From an optimization exercise on the open Yosys and OpenROAD flow, aimed at small area; shortcuts taken in it are not production practice. RTL that was checked went through simulation tests only; none was proved equivalent to the original. Power and IR drop assume default switching activity. The clock port is modelled as an ideal driver; clocking choices that lean on that would not hold on a real chip.

JK:
==> flow/design.v (excerpt) <==
module TopModule(
input axis_clk,
input axis_resetn,
input i_datavalid,
input [7:0] idata,
output s_axis_ready,
output o_datavalid,
output [7:0] odata,
input m_axis_ready,  
output intr
    );
localparam LINE_W = 64;
wire reset = !axis_resetn;
wire col_first, col_last, rows_ok;
wire [7:0] tap1, tap_r, tap_c, tap_l, tap_w, tap_t;
wire [7:0] result;
reg [7:0] odata_r;
reg       ovalid_r;
reg [7:0] last_px;   
reg       last_due;  
assign s_axis_ready = 1'b1;
assign o_datavalid = ovalid_r;
assign odata = odata_r;
assign intr = last_due;
CntrLogic #(.LINE_W(LINE_W)) ctrl (
  .clk(axis_clk), .reset(reset), .is_valid_input(i_datavalid),
  .col_first(col_first), .col_last(col_last), .rows_ok(rows_ok));
LineBuffer #(.LINE_W(LINE_W)) lines (
  .clk(axis_clk), .input_data(idata), .shift(i_datavalid),
  .tap1(tap1), .tap_r(tap_r), .tap_c(tap_c), .tap_l(tap_l),
  .tap_w(tap_w), .tap_t(tap_t));
MulAcc mac (
  .c(tap_c),
  .l(col_first ? tap1 : tap_l),
  .r(col_last ? tap_w : tap_r),
  .t(tap_t),
  .b(idata),
  .pixel_odata(result));
wire take = i_datavalid & rows_ok;
always @(posedge axis_clk) begin
  if (reset) begin
    ovalid_r <= 1'b0;
    last_due <= 1'b0;
  end else begin
    ovalid_r <= last_due | (take & !col_first);
    last_due <= take & col_last;
  end
end
always @(posedge axis_clk) begin
  if (take & col_first)
  ...
Size in the first run: ~1300 cells after synthesis, ~1100 flip-flops.
Settings: LEC_CHECK=0, CAP_MARGIN=20, CORE_MARGIN=2, CORE_UTILIZATION=60, PLACE_DENSITY=0.75, SLEW_MARGIN=20; clock period 10.0 ns.
standard.sh (not shown) runs the stock make flow with config.mk's settings and CLKGATE_MAP_FILE= SYNTH_SCRIPT=/design/flow/synth_recipe.tcl, a recipe that flattens the netlist after the stock synthesis.
==> flow/flow/run.sh <==
#!/bin/bash
# Standard ORFS layout; only the clock tree options differ (no dummy loads,
# larger sink clusters driven by clkbuf_16).
set -euo pipefail
export CTS_ARGS="-sink_clustering_enable -repair_clock_nets -sink_clustering_size 30 -sink_clustering_max_diameter 100 -dont_use_dummy_load -buf_list sky130_fd_sc_hd__clkbuf_16"
bash standard.sh > standard.log 2>&1
Changes in MS relative to JK:
Settings: PLACE_DENSITY: 0.75 -> 0.6; CORE_UTILIZATION: 60 -> 45.
[summary]
MS ended with every stage complete and zero timing, DRC or antenna violations.
Looking at final instance area, MS sits about 0.7% above JK.
Re total of max-cap violations: no difference whatsoever between MS and JK.
Compared MS vs JK, and setup slack of the worst register-to-register path is up in MS.
[diff] max-slew headroom at the worst pin, MS relative to JK: regression
MS vs. JK: time the final worst path needs with I/O delays and setup went down by 0.47 ns.
MS ended up with a higher total chip power than JK did.
JK and MS ended up with roughly the same required time at the endpoint of the critical path.
Function was not checked in any run of this note: the RTL went through the layout flow alone.


TopModule, a different RTL version from the one above (not shown whole).
For scale: ~1200 cells after synthesis, about 1100 flip-flops, about 23 I/O pins, about 0.033 sq mm of cells after synthesis.
Settings: LEC_CHECK=0, CAP_MARGIN=20, CORE_MARGIN=2, CORE_UTILIZATION=45, PLACE_DENSITY=0.6, SLEW_MARGIN=20; clock period 10.0 ns.
==> flow/flow/run.sh <==
#!/bin/bash
# Standard ORFS layout; only the clock tree options differ (no dummy loads,
# larger sink clusters driven by clkbuf_16).
set -euo pipefail
export CTS_ARGS="-sink_clustering_enable -repair_clock_nets -sink_clustering_size 34 -sink_clustering_max_diameter 100 -dont_use_dummy_load -buf_list sky130_fd_sc_hd__clkbuf_16"
export BUFFER_PORTS_ARGS=""
bash standard.sh > standard.log 2>&1
The starting point passed the timing, design-rule and antenna checks.
==> next run, changes <==
==> flow/flow/run.sh (replaced) <==
#!/bin/bash
# Standard ORFS layout; only the clock tree options differ (no dummy loads,
# larger sink clusters driven by clkbuf_16).
set -euo pipefail
export CTS_ARGS="-sink_clustering_enable -repair_clock_nets -sink_clustering_size 30 -sink_clustering_max_diameter 100 -dont_use_dummy_load -buf_list sky130_fd_sc_hd__clkbuf_16"
export BUFFER_PORTS_ARGS="-buffer_cell sky130_fd_sc_hd__buf_1"
bash standard.sh > standard.log 2>&1
The changed run completed without violations; utilization is about the same; wire length goes down by 1.3%; via count falls by about 0.35%; sequential share of layout area hardly moves; setup slack is better by 0.072 ns.


TopModule, a different RTL version from the one above (not shown whole).
Size: about 1200 cells after synthesis, ~1100 flip-flops, about 23 I/O pins, roughly 33000 µm² of cells after synthesis.
export LEC_CHECK = 0
export CAP_MARGIN = 5
export CORE_MARGIN = 2
export CORE_UTILIZATION = 65
export PLACE_DENSITY = 0.8
export SLEW_MARGIN = 5
create_clock -name core_clock -period 10.0 [get_ports {axis_clk}]
==> flow/flow/run.sh <==
#!/bin/bash
# Standard ORFS layout with two changes: the clock tree uses clkbuf_16 only,
# with sink clusters of up to 34 flip-flops and no dummy loads, and the
# port buffers are buf_1.
set -euo pipefail
export CTS_ARGS="-sink_clustering_enable -repair_clock_nets -sink_clustering_size 19 -sink_clustering_max_diameter 100 -dont_use_dummy_load -buf_list sky130_fd_sc_hd__clkbuf_8"
export BUFFER_PORTS_ARGS="-buffer_cell sky130_fd_sc_hd__buf_1"
bash standard.sh > standard.log 2>&1
Rerun with:
==> flow/flow/run.sh (replaced) <==
#!/bin/bash
# Standard ORFS layout with two changes: the clock tree uses clkbuf_16 only,
# with sink clusters of up to 32 flip-flops and no dummy loads, and the
# port buffers are buf_1.
set -euo pipefail
export CTS_ARGS="-sink_clustering_enable -repair_clock_nets -sink_clustering_size 40 -sink_clustering_max_diameter 100 -dont_use_dummy_load -buf_list sky130_fd_sc_hd__clkbuf_16"
export BUFFER_PORTS_ARGS="-buffer_cell sky130_fd_sc_hd__buf_1"
bash standard.sh > standard.log 2>&1
- CAP_MARGIN: 5 -> 20
- CORE_UTILIZATION: 65 -> 80
- PLACE_DENSITY: 0.8 -> 0.92
- SLEW_MARGIN: 5 -> 20
Result:
- This time the run failed in clock tree synthesis on DPL-0033
- synthesized cell count stays the same
- area after synthesis is unchanged
Rerun with:
==> flow/flow/run.sh (replaced) <==
#!/bin/bash
# Standard ORFS layout with two changes: the clock tree uses clkbuf_16 only,
# with sink clusters of up to 34 flip-flops and no dummy loads, and the
# port buffers are buf_1.
set -euo pipefail
export CTS_ARGS="-sink_clustering_enable -repair_clock_nets -sink_clustering_size 35 -sink_clustering_max_diameter 100 -dont_use_dummy_load -buf_list sky130_fd_sc_hd__clkbuf_16"
export BUFFER_PORTS_ARGS="-buffer_cell sky130_fd_sc_hd__buf_1"
bash standard.sh > standard.log 2>&1
- CAP_MARGIN: 20 -> 5
- CORE_UTILIZATION: 80 -> 65
- PLACE_DENSITY: 0.92 -> 0.8
- SLEW_MARGIN: 20 -> 5
Outcome: The changed run passed the timing, design-rule and antenna checks. Synthesized area does not change. Synthesized cell count does not change.


run A:
The RTL this note starts from:
==> flow/design.v <==
`timescale 1ns / 1ps
module LineBuffer
               #(parameter LINE_W = 64)  
               (input clk,
               input [7:0] input_data,
               input shift,
               output [7:0] tap1,           
               output [7:0] tap_r,          
               output [7:0] tap_c,          
               output [7:0] tap_l,          
               output [7:0] tap_w,          
               output [7:0] tap_t);         
localparam N = 2*LINE_W;
reg [8*N-1:0] chain;
always @(posedge clk)
  if (shift)
    chain <= {chain[8*N-9:0], input_data};
assign tap1  = chain[8*1-1 -: 8];
assign tap_r = chain[8*(LINE_W-1)-1 -: 8];
assign tap_c = chain[8*LINE_W-1 -: 8];
assign tap_l = chain[8*(LINE_W+1)-1 -: 8];
assign tap_w = chain[8*(N-1)-1 -: 8];
assign tap_t = chain[8*N-1 -: 8];
endmodule
`timescale 1ns / 1ps
module MulAcc
               (input [7:0] c,  
               input [7:0] l,   
               input [7:0] r,   
               input [7:0] t,   
               input [7:0] b,   
               output [7:0] pixel_odata);
wire w1 = l[0] ^ r[0];
wire w2 = l[0] & r[0];
wire w3 = l[1] ^ r[1] ^ t[1];
wire w4 = (l[1] & (r[1] | t[1])) | (r[1] & t[1]);
wire w5 = l[2] ^ r[2] ^ t[2];
wire w6 = (l[2] & (r[2] | t[2])) | (r[2] & t[2]);
wire w7 = l[3] ^ r[3] ^ t[3];
wire w8 = (l[3] & (r[3] | t[3])) | (r[3] & t[3]);
wire w9 = l[4] ^ r[4] ^ t[4];
wire w10 = (l[4] & (r[4] | t[4])) | (r[4] & t[4]);
wire w11 = l[5] ^ r[5] ^ t[5];
wire w12 = (l[5] & (r[5] | t[5])) | (r[5] & t[5]);
wire w13 = l[6] ^ r[6] ^ t[6];
wire w14 = (l[6] & (r[6] | t[6])) | (r[6] & t[6]);
wire w15 = l[7] ^ r[7] ^ t[7];
wire w16 = (l[7] & (r[7] | t[7])) | (r[7] & t[7]);
wire w17 = t[0] ^ b[0];
wire w18 = t[0] & b[0];
wire w19 = b[1] ^ w2 ^ w3;
wire w20 = (b[1] & (w2 | w3)) | (w2 & w3);
wire w21 = b[2] ^ w4 ^ w5;
wire w22 = (b[2] & (w4 | w5)) | (w4 & w5);
wire w23 = b[3] ^ w6 ^ w7;
wire w24 = (b[3] & (w6 | w7)) | (w6 & w7);
wire w25 = b[4] ^ w8 ^ w9;
wire w26 = (b[4] & (w8 | w9)) | (w8 & w9);
wire w27 = b[5] ^ w10 ^ w11;
wire w28 = (b[5] & (w10 | w11)) | (w10 & w11);
wire w29 = b[6] ^ w12 ^ w13;
wire w30 = (b[6] & (w12 | w13)) | (w12 & w13);
wire w31 = b[7] ^ w14 ^ w15;
wire w32 = (b[7] & (w14 | w15)) | (w14 & w15);
wire w33 = w1 ^ w17;
wire w34 = w1 & w17;
wire w35 = w18 ^ w19 ^ w34;
wire w36 = (w18 & (w19 | w34)) | (w19 & w34);
wire w37 = w20 ^ w21 ^ w36;
wire w38 = (w20 & (w21 | w36)) | (w21 & w36);
wire w39 = w22 ^ w23 ^ w38;
wire w40 = (w22 & (w23 | w38)) | (w23 & w38);
wire w41 = w24 ^ w25 ^ w40;
wire w42 = (w24 & (w25 | w40)) | (w25 & w40);
wire w43 = w26 ^ w27 ^ w42;
wire w44 = (w26 & (w27 | w42)) | (w27 & w42);
wire w45 = w28 ^ w29 ^ w44;
wire w46 = (w28 & (w29 | w44)) | (w29 & w44);
wire w47 = w30 ^ w31 ^ w46;
wire w48 = (w30 & (w31 | w46)) | (w31 & w46);
wire w49 = w16 ^ w32 ^ w48;
wire w50 = (w16 & (w32 | w48)) | (w32 & w48);
wire w51 = c[0] ^ c[2];
wire w52 = c[0] & c[2];
wire w53 = c[1] ^ c[3] ^ w52;
wire w54 = (c[1] & (c[3] | w52)) | (c[3] & w52);
wire w55 = c[2] ^ c[4] ^ w54;
wire w56 = (c[2] & (c[4] | w54)) | (c[4] & w54);
wire w57 = c[3] ^ c[5] ^ w56;
wire w58 = (c[3] & (c[5] | w56)) | (c[5] & w56);
wire w59 = c[4] ^ c[6] ^ w58;
wire w60 = (c[4] & (c[6] | w58)) | (c[6] & w58);
wire w61 = c[5] ^ c[7] ^ w60;
wire w62 = (c[5] & (c[7] | w60)) | (c[7] & w60);
wire w63 = c[6] ^ w62;
wire w64 = c[6] & w62;
wire w65 = c[7] ^ w64;
wire w66 = c[7] & w64;
wire w67 = w33 ^ ~c[0];
wire w68 = w33 & ~c[0];
wire w69 = w35 ^ ~c[1] ^ w68;
wire w70 = (w35 & (~c[1] | w68)) | (~c[1] & w68);
wire w71 = w37 ^ ~w51 ^ w70;
wire w72 = (w37 & (~w51 | w70)) | (~w51 & w70);
wire w73 = w39 ^ ~w53 ^ w72;
wire w74 = (w39 & (~w53 | w72)) | (~w53 & w72);
wire w75 = w41 ^ ~w55 ^ w74;
wire w76 = (w41 & (~w55 | w74)) | (~w55 & w74);
wire w77 = w43 ^ ~w57 ^ w76;
wire w78 = (w43 & (~w57 | w76)) | (~w57 & w76);
wire w79 = w45 ^ ~w59 ^ w78;
wire w80 = (w45 & (~w59 | w78)) | (~w59 & w78);
wire w81 = w47 ^ ~w61 ^ w80;
wire w82 = (w47 & (~w61 | w80)) | (~w61 & w80);
wire w83 = w49 ^ ~w63 ^ w82;
wire w84 = (w49 & (~w63 | w82)) | (~w63 & w82);
wire w85 = w50 ^ ~w65 ^ w84;
wire w86 = (w50 & (~w65 | w84)) | (~w65 & w84);
wire w87 = ~w66 ^ w86;
wire w88 = ~w66 & w86;
wire w89 = 1'b1 ^ w88;
wire w90 = 1'b1 & w88;
wire [7:0] u = {w81, w79, w77, w75, w73, w71, w69, w67};  
wire pos = w89;  
wire [7:0] ones;
assign ones[0] = 1'b1;
genvar i;
generate for (i = 1; i < 8; i = i + 1) begin : g_abs
  assign ones[i] = ones[i-1] & u[i-1];
end endgenerate
assign pixel_odata = u ^ ({8{pos}} | ones);
endmodule
`timescale 1ns / 1ps
module CntrLogic
                ( input clk,
                input reset,  
                input is_valid_input,
                output col_first,  
                output col_last,   
                output rows_ok     
);
reg [5:0] col;
reg [1:0] rows;
wire fb = col[5] ^ col[4] ^ (col[4:0] == 5'd0);
assign col_first = (col == 6'b000000);
assign col_last  = (col == 6'b100000);
assign rows_ok   = rows[1];
always @(posedge clk) begin
  if (reset) begin
    col <= 0;
    rows <= 0;
  end else if (is_valid_input) begin
    col <= {col[4:0], fb};
    if (col_last && !rows[1])
      rows <= rows + 1'b1;
  end
end
endmodule
`timescale 1ns / 1ps
module TopModule(
input axis_clk,
input axis_resetn,
input i_datavalid,
input [7:0] idata,
output s_axis_ready,
output o_datavalid,
output [7:0] odata,
input m_axis_ready,  
output intr
    );
localparam LINE_W = 64;
wire reset = !axis_resetn;
wire col_first, col_last, rows_ok;
wire [7:0] tap1, tap_r, tap_c, tap_l, tap_w, tap_t;
wire [7:0] result;
reg [7:0] odata_r;
reg       ovalid_r;
reg [7:0] last_px;   
reg       last_due;  
assign s_axis_ready = 1'b1;
assign o_datavalid = ovalid_r;
assign odata = odata_r;
assign intr = last_due;
CntrLogic ctrl (
  .clk(axis_clk), .reset(reset), .is_valid_input(i_datavalid),
  .col_first(col_first), .col_last(col_last), .rows_ok(rows_ok));
LineBuffer #(.LINE_W(LINE_W)) lines (
  .clk(axis_clk), .input_data(idata), .shift(i_datavalid),
  .tap1(tap1), .tap_r(tap_r), .tap_c(tap_c), .tap_l(tap_l),
  .tap_w(tap_w), .tap_t(tap_t));
MulAcc mac (
  .c(tap_c),
  .l(col_first ? tap1 : tap_l),
  .r(col_last ? tap_w : tap_r),
  .t(tap_t),
  .b(idata),
  .pixel_odata(result));
wire take = i_datavalid & rows_ok;
always @(posedge axis_clk) begin
  if (reset) begin
    ovalid_r <= 1'b0;
    last_due <= 1'b0;
  end else begin
    ovalid_r <= last_due | (take & !col_first);
    last_due <= take & col_last;
  end
end
always @(posedge axis_clk) begin
  if (take & col_first)
    last_px <= result;
  if (last_due)
    odata_r <= last_px;
  else
    odata_r <= result;
end
endmodule
export LEC_CHECK = 0
export CAP_MARGIN = 5
export CORE_MARGIN = 2
export CORE_UTILIZATION = 65
export PLACE_DENSITY = 0.9
export SLEW_MARGIN = 5
create_clock -name core_clock -period 10.0 [get_ports {axis_clk}]
==> flow/flow/run.sh <==
#!/bin/bash
# Standard ORFS layout with two changes: the clock tree uses clkbuf_8 only,
# with sink clusters of up to 19 flip-flops and no dummy loads, and the
# port buffers are buf_1.
set -euo pipefail
export CTS_ARGS="-sink_clustering_enable -repair_clock_nets -sink_clustering_size 19 -sink_clustering_max_diameter 100 -dont_use_dummy_load -buf_list sky130_fd_sc_hd__clkbuf_8"
export BUFFER_PORTS_ARGS="-buffer_cell sky130_fd_sc_hd__buf_1"
bash standard.sh > standard.log 2>&1
In summary, run A completed successfully, with a layout that passed the timing, design-rule and antenna checks.
Setup changes, run A to run B
==> flow/flow/run.sh <==
#!/bin/bash
# Standard ORFS layout with two changes: the clock tree uses clkbuf_16 only,
# with sink clusters of up to 32 flip-flops and no dummy loads, and the
# port buffers are buf_1.
set -euo pipefail
export CTS_ARGS="-sink_clustering_enable -repair_clock_nets -sink_clustering_size 32 -sink_clustering_max_diameter 100 -dont_use_dummy_load -buf_list sky130_fd_sc_hd__clkbuf_16"
export BUFFER_PORTS_ARGS="-buffer_cell sky130_fd_sc_hd__buf_1"
bash standard.sh > standard.log 2>&1
-- flow/config.mk --
<<< run A, line 8
export CAP_MARGIN = 5
>>> run B, line 8
export CAP_MARGIN = 20
<<< run A, line 11
export PLACE_DENSITY = 0.9
export SLEW_MARGIN = 5
>>> run B, line 11
export PLACE_DENSITY = 0.8
export SLEW_MARGIN = 20
==> comparison <==
- Clock-buffer cell count, run B and run A: larger value in run A
- On clock distribution power, the lower figure sits with run A, not run B.
- Fraction of area in multi-input gates: run A vs run B — no meaningful difference
- Run B reports its uppermost layer routed as met4 while run A reports met5.
- Summary of run B over run A: portion of the layout cell area used by clock cells climbed 0.31 points, worst relative slew slack climbed 13 points.
[inputs] run C vs run B
==> flow/run.sh (new file) <==
#!/bin/bash
# synth_recipe.tcl (not shown) runs the flow's synth.tcl, then flattens the netlist and writes it again
# the make line also repeats each setting of config.mk as NAME=value (left out here)
make -C /OpenROAD-flow-scripts/flow DESIGN_CONFIG=/design/flow/config.mk WORK_HOME=/design/flow/orfs CLKGATE_MAP_FILE= SYNTH_SCRIPT=/design/flow/synth_recipe.tcl finish
-- flow/config.mk --
<<< run B, line 11
>>> run C, line 11
export CTS_BUF_LIST = sky130_fd_sc_hd__clkbuf_16
export CTS_CLUSTER_DIAMETER = 100
export CTS_CLUSTER_SIZE = 30
removed: flow/flow/run.sh
removed: flow/standard.sh
### Flow results
- Run C: no failed stages, no open violations at the end
- Type of the worst setup path = input port to flip-flop: run C; type of the worst setup path = flip-flop to flip-flop: run B
- Comparing run C with run B, the layout net count came out essentially unchanged.
- The final reports for run C and run B show final wirelength higher in the former.
- Run B -> run C: cell area after technology mapping delta 0, exact match
What run D does differently from run C at the input level:
==> flow/flow/run.sh (new file) <==
#!/bin/bash
# Standard ORFS layout with two changes: the clock tree uses clkbuf_16 only,
# with sink clusters of up to 34 flip-flops and no dummy loads, and the
# port buffers are buf_1.
set -euo pipefail
export CTS_ARGS="-sink_clustering_enable -repair_clock_nets -sink_clustering_size 17 -sink_clustering_max_diameter 100 -dont_use_dummy_load -buf_list sky130_fd_sc_hd__clkbuf_8"
export BUFFER_PORTS_ARGS="-buffer_cell sky130_fd_sc_hd__buf_1"
bash standard.sh > standard.log 2>&1
==> flow/standard.sh (new file) <==
#!/bin/bash
# synth_recipe.tcl (not shown) runs the flow's synth.tcl, then flattens the netlist and writes it again
# the make line also repeats each setting of config.mk as NAME=value (left out here)
make -C /OpenROAD-flow-scripts/flow DESIGN_CONFIG=/design/flow/config.mk WORK_HOME=/design/flow/orfs CLKGATE_MAP_FILE= SYNTH_SCRIPT=/design/flow/synth_recipe.tcl "${@:-finish}"
-- flow/config.mk --
<<< run C, line 8
export CAP_MARGIN = 20
>>> run D, line 8
export CAP_MARGIN = 5
<<< run C, line 11
export CTS_BUF_LIST = sky130_fd_sc_hd__clkbuf_16
export CTS_CLUSTER_DIAMETER = 100
export CTS_CLUSTER_SIZE = 30
>>> run D, line 11
<<< run C, line 15
export SLEW_MARGIN = 20
>>> run D, line 12
export SLEW_MARGIN = 5
removed: flow/run.sh
Notes after the runs:
Going from run C to run D, total wirelength of the detailed-routed design shrank by about 5%; antenna diode count fell by 1; reg2reg setup slack +0.07 ns; post-route minimum period went down by 0.066 ns; worst hold slack saw a decrease.
Between run C and run D, the final weighted congestion in routability-driven placement does not differ in any meaningful way.
#### Input delta (run E over run D)
-- flow/flow/run.sh --
<<< run D, line 6
export CTS_ARGS="-sink_clustering_enable -repair_clock_nets -sink_clustering_size 17 -sink_clustering_max_diameter 100 -dont_use_dummy_load -buf_list sky130_fd_sc_hd__clkbuf_8"
>>> run E, line 6
export CTS_ARGS="-sink_clustering_enable -repair_clock_nets -sink_clustering_size 34 -sink_clustering_max_diameter 100 -dont_use_dummy_load -buf_list sky130_fd_sc_hd__clkbuf_16"
## What came out
Run E against run D: per-cell routed wire length now larger; power dissipated by switching net loads now smaller; design area comparable; multi-input gate share of the layout cell area comparable; switching share of power now smaller.
Looking at run D and run E, the non-clock buffer count is a wash.
What run F does differently from run E at the input level:
-- flow/flow/run.sh --
<<< run E, line 6
export CTS_ARGS="-sink_clustering_enable -repair_clock_nets -sink_clustering_size 34 -sink_clustering_max_diameter 100 -dont_use_dummy_load -buf_list sky130_fd_sc_hd__clkbuf_16"
>>> run F, line 6
export CTS_ARGS="-sink_clustering_enable -repair_clock_nets -sink_clustering_size 20 -sink_clustering_max_diameter 100 -dont_use_dummy_load -buf_list sky130_fd_sc_hd__clkbuf_8"
==> notes.md <==
The slew of the pin with the lowest slew margin in run F sits 0.011 ns above the value recorded for run E.
Any difference in power drawn by the sequential cells between run E and run F is small enough to ignore.
Compared with run E, run F shows a part of the power in combinational logic that is 0.2 points higher.
Lower fraction of the cycle the final worst path needs was reported by run F, not run E.

## static timing again, ports no longer ideal
In the flow no input, the clock included, has a driving cell. The finished layouts below were timed again as built, in two steps.
Step 1, drivers: a clkbuf_16 drives axis_clk and a buf_2 each remaining input, both assumed.
Step 2 times the ports against the registers' clock, not the clock port: input delays grow and output delays shrink by t, the midpoint of the rising clock arrivals with the driver on.
Three values: no drivers, after step 1, after step 2; two values: the first two.
run | shift t [ns] | slack for setup (ns) | worst hold slack (ns)
JK | 0.636 | 2.534 / 2.534 / 1.926 | 0.409 / 0.409 / 0.409
MS | 0.641 | 3.002 / 3.017 / 2.376 | 0.414 / 0.414 / 0.414
the first run of note 2 | 0.637 | 3.546 / 3.544 / 2.906 | 0.354 / 0.354 / 0.354
the second run of note 2 | 0.627 | 3.619 / 3.619 / 3.235 | 0.357 / 0.357 / 0.357
the first run of note 3 | 0.714 | 3.457 / 3.457 / 3.243 | 0.358 / 0.358 / 0.358
the third run of note 3 | 0.633 | 3.463 / 3.463 / 3.217 | 0.418 / 0.418 / 0.418
run A | 0.721 | 3.157 / 3.157 / 2.935 | 0.377 / 0.377 / 0.377
run B | 0.641 | 3.469 / 3.469 / 3.218 | 0.417 / 0.417 / 0.417
run C | 0.646 | 3.398 / 3.399 / 2.753 | 0.405 / 0.405 / 0.405
run D | 0.694 | 3.464 / 3.464 / 3.212 | 0.402 / 0.402 / 0.402
run E | 0.646 | 3.440 / 3.440 / 3.236 | 0.403 / 0.403 / 0.403
run F | 0.726 | 3.477 / 3.477 / 3.202 | 0.385 / 0.385 / 0.385
After both steps every run listed still meets setup and hold. The setup slack of run C, which loses most, moves by +0.001 ns with the drivers and by -0.645 ns with both steps.
